This is an optimization exercise on Yosys and OpenROAD, whose aim is small area, not a production implementation.
Function was checked by simulation only, so behaviour that the tests miss may differ from the original.

==> v39 <==
Design cordic_amplitude_angle, start of the top module:
module cordic_amplitude_angle (
    input                clk,
    input                rst_n,
    input  signed [31:0] x,
    input  signed [31:0] y,
    input                pre_vaild,
    output signed [31:0] amplitude,
    output signed [31:0] angle,
    output reg           post_vaild
);
wire sx_i = x[31];
wire [28:0] ax_i = sx_i ? (~x[28:0] + 29'd1) : x[28:0];
wire d0 = y[29:0][29];
wire nd0 = ~d0;
wire e0 = d0 ^ ~sx_i;
wire [28:0] xo0 = y[29:0][28:0] ^ {29{d0}};
wire [29:0] Xn0_p, Xn0_g;
assign Xn0_p[0] = ax_i[0] ^ xo0[0]; assign Xn0_g[0] = ax_i[0] & xo0[0];
assign Xn0_p[1] = ax_i[1] ^ xo0[1]; assign Xn0_g[1] = ax_i[1] & xo0[1];
assign Xn0_p[2] = ax_i[2] ^ xo0[2]; assign Xn0_g[2] = ax_i[2] & xo0[2];
assign Xn0_p[3] = ax_i[3] ^ xo0[3]; assign Xn0_g[3] = ax_i[3] & xo0[3];
assign Xn0_p[4] = ax_i[4] ^ xo0[4]; assign Xn0_g[4] = ax_i[4] & xo0[4];
assign Xn0_p[5] = ax_i[5] ^ xo0[5]; assign Xn0_g[5] = ax_i[5] & xo0[5];
assign Xn0_p[6] = ax_i[6] ^ xo0[6]; assign Xn0_g[6] = ax_i[6] & xo0[6];
  ...
export LEC_CHECK = 0
export CAP_MARGIN = 20
export CORE_MARGIN = 2
export CORE_UTILIZATION = 40
export SLEW_MARGIN = 20
create_clock -name core_clock -period 7.5 [get_ports {clk}]
run.sh (not shown) runs the stock make flow with config.mk's settings and CLKGATE_MAP_FILE= SYNTH_SCRIPT=/design/flow/synth_recipe.tcl, a recipe that flattens the netlist after the stock synthesis.
==> inputs of v32, as changes to v39 <==
--- a/flow/config.mk
+++ b/flow/config.mk
@@ -8,4 +8,5 @@
 export CAP_MARGIN = 20
 export CORE_MARGIN = 2
-export CORE_UTILIZATION = 40
+export CORE_UTILIZATION = 65
+export PLACE_DENSITY = 0.75
 export SLEW_MARGIN = 20
==> inputs of v23, as changes to v39 <==
--- a/flow/config.mk
+++ b/flow/config.mk
@@ -8,4 +8,6 @@
 export CAP_MARGIN = 20
 export CORE_MARGIN = 2
-export CORE_UTILIZATION = 40
+export CORE_UTILIZATION = 55
+export CTS_CLUSTER_SIZE = 50
+export PLACE_DENSITY = 0.65
 export SLEW_MARGIN = 20
==> summary.txt <==
Placed wire-length estimate after detailed placement: v39 101 mm; v32 95.7 mm; v23 98.8 mm
Share of cell area taken by multi-input logic gates: v39 68.5%; v32 69.3%; v23 69.3%
Wire length on met3: v39 2.87 mm; v32 3.83 mm; v23 3.55 mm
Count of vias placed by the detailed router: v39 36813; v32 37700; v23 37380
Worst Hold End: v39 e1_s5; v32 e2_s9; v23 e1_s13
Proportion of cell area occupied by registers: v39 17.7%; v32 17.9%; v23 17.9%
Total of fill cells in the finished design: v39 12426; v32 6045; v23 8299
Largest incremental delay on the critical path: v39 0.55 ns; v32 0.55 ns; v23 0.56 ns
Number of CTS-inserted buffers: v39 61; v32 57; v23 58
Routed WL per cell: v39 15.8 µm; v32 17.1 µm; v23 16.7 µm
Count of buffers added by post-CTS timing repair for setup: v39 2; v32 4; v23 4
Number of tapcells: v39 1742; v32 1050; v23 1254
Pre-CTS setup slack: v39 0.177 ns; v32 0.0531 ns; v23 -0.0231 ns
Unrepaired setup endpoints after global routing: v39 true; v32 -; v23 true
Status: v39 complete, no violations; v32 complete, no violations; v23 complete, no violations
Area growth from synthesis to final layout: v39 11.4%; v32 10.0%; v23 10.3%
Layout clock buffers: v39 73; v32 68; v23 68
Number of ordinary and repair buffers in the finished layout: v39 196; v32 205; v23 197
Core occupancy in the finished layout: v39 44.8%; v32 72.3%; v23 61.4%
Via density: v39 4.95; v32 5.59; v23 5.38
FMAX: v39 0.138 GHz; v32 0.137 GHz; v23 0.138 GHz
1st-pass router iterations: v39 7; v32 7; v23 5

---

==> inputs of tundra <==
cordic_amplitude_angle, a different RTL version from the one above (not shown whole).
==> flow/design.v (excerpt) <==
module cordic_amplitude_angle (
    input                clk,
    input                rst_n,
    input  signed [31:0] x,
    input  signed [31:0] y,
    input                pre_vaild,
    output signed [31:0] amplitude,
    output signed [31:0] angle,
    output reg           post_vaild
);
==> flow/config.mk <==
export PLATFORM = sky130hd
export DESIGN_NAME = cordic_amplitude_angle
export DESIGN_NICKNAME = cordic_amplitude_angle
export VERILOG_FILES = /design/flow/design.v
export SDC_FILE = /design/flow/constraint.sdc
export NUM_CORES = 4
export LEC_CHECK = 0
export CAP_MARGIN = 20
export CORE_MARGIN = 2
export CORE_UTILIZATION = 40
export SLEW_MARGIN = 20
==> flow/constraint.sdc <==
create_clock -name core_clock -period 7.5 [get_ports {clk}]
set_input_delay 1.5000 -clock core_clock [delete_from_list [all_inputs] [get_ports {clk}]]
set_output_delay 1.5000 -clock core_clock [all_outputs]
set_load 0.01 [all_outputs]
standard.sh (not shown) runs the stock make flow with config.mk's settings and CLKGATE_MAP_FILE= SYNTH_SCRIPT=/design/flow/synth_recipe.tcl, a recipe that flattens the netlist after the stock synthesis.
==> flow/flow/run.sh <==
#!/bin/bash
# The standard layout flow (standard.sh), with the port buffers that global
# placement inserts on every input and output made of sky130_fd_sc_hd__buf_1
# cells instead of the default choice; the resizer may still upsize them.
export BUFFER_PORTS_ARGS="-buffer_cell sky130_fd_sc_hd__buf_1"
bash standard.sh > standard_flow.log 2>&1
status=$?
cp standard.sh standard_copy.sh.txt 2>/dev/null
exit $status
==> yarrow (differences from tundra) <==
--- a/flow/flow/run.sh
+++ b/flow/flow/run.sh
@@ -5,2 +5,4 @@
 export BUFFER_PORTS_ARGS="-buffer_cell sky130_fd_sc_hd__buf_1"
+# Remove the buffers ABC inserted and let the resizer buffer the design instead.
+export REMOVE_ABC_BUFFERS=1
 bash standard.sh > standard_flow.log 2>&1
==> comparison table <==
	tundra	yarrow
Non-clock buffer contribution to total cell area	0.01912	0.02074
Global Route met1 Usage	0.2238	0.2155
Share of the final layout cell area in sequential cells	0.1853	0.1850
Grt met3 use	0.02133	0.02033
Multi-input gate area	0.03794 mm2	0.03799 mm2
Pre-CTS worst setup slack	-0.2862 ns	-0.07108 ns
Post-DP Area	0.05307 mm2	0.05312 mm2
Overall via count from detail_route	35560	35320
Status	complete, no violations	complete, no violations
Final min period	7.354 ns	7.259 ns
Final critical-path share of the clock period	0.9805	0.9679
Max incr delay on CP	0.53 ns	0.57 ns
Area growth syn-to-layout	10.31%	10.45%
Detailed Route WL	112400 um	109500 um
Fraction of area in multi-input gates	0.6821	0.6823
Register-to-register setup slack	0.40 ns	0.55 ns
Vias in the first global route	36510	35900

[port drivers added, routing unchanged]
No port has a modelled driver above. Below, the same layouts with a new extraction and two added sets of constraints.
Step 1 sets driving cells, clkbuf_16 on the clock port and buf_2 on the other inputs (assumed; they add their load-dependent delay and slew).
Step 2 adds t to the input delays and takes it off the output delays; t is the mean of the earliest and latest rising clock arrival at the registers after step 1. Input paths then give back, and output paths get back, about the clock's delay inside the block.
Three values: ideal ports, drivers, drivers and shift; two values: the first two.
run	t, ns	slack for setup (ns)	clock arrival spread, ns	slew at the worst register clock pin (ns)	worst slew at a driven data input, ns
v39	0.735	0.252 / 0.177 / 0.357	0.053 / 0.054	0.07 / 0.07	0.05
v32	0.708	0.217 / 0.152 / 0.437	0.054 / 0.053	0.07 / 0.07	0.04
v23	0.734	0.262 / 0.196 / 0.353	0.051 / 0.052	0.07 / 0.07	0.06
tundra	0.724	0.146 / 0.080 / 0.402	0.053 / 0.054	0.07 / 0.07	0.04
yarrow	0.722	0.241 / 0.175 / 0.546	0.018 / 0.017	0.06 / 0.06	0.13
After both steps every run listed still meets setup and hold.
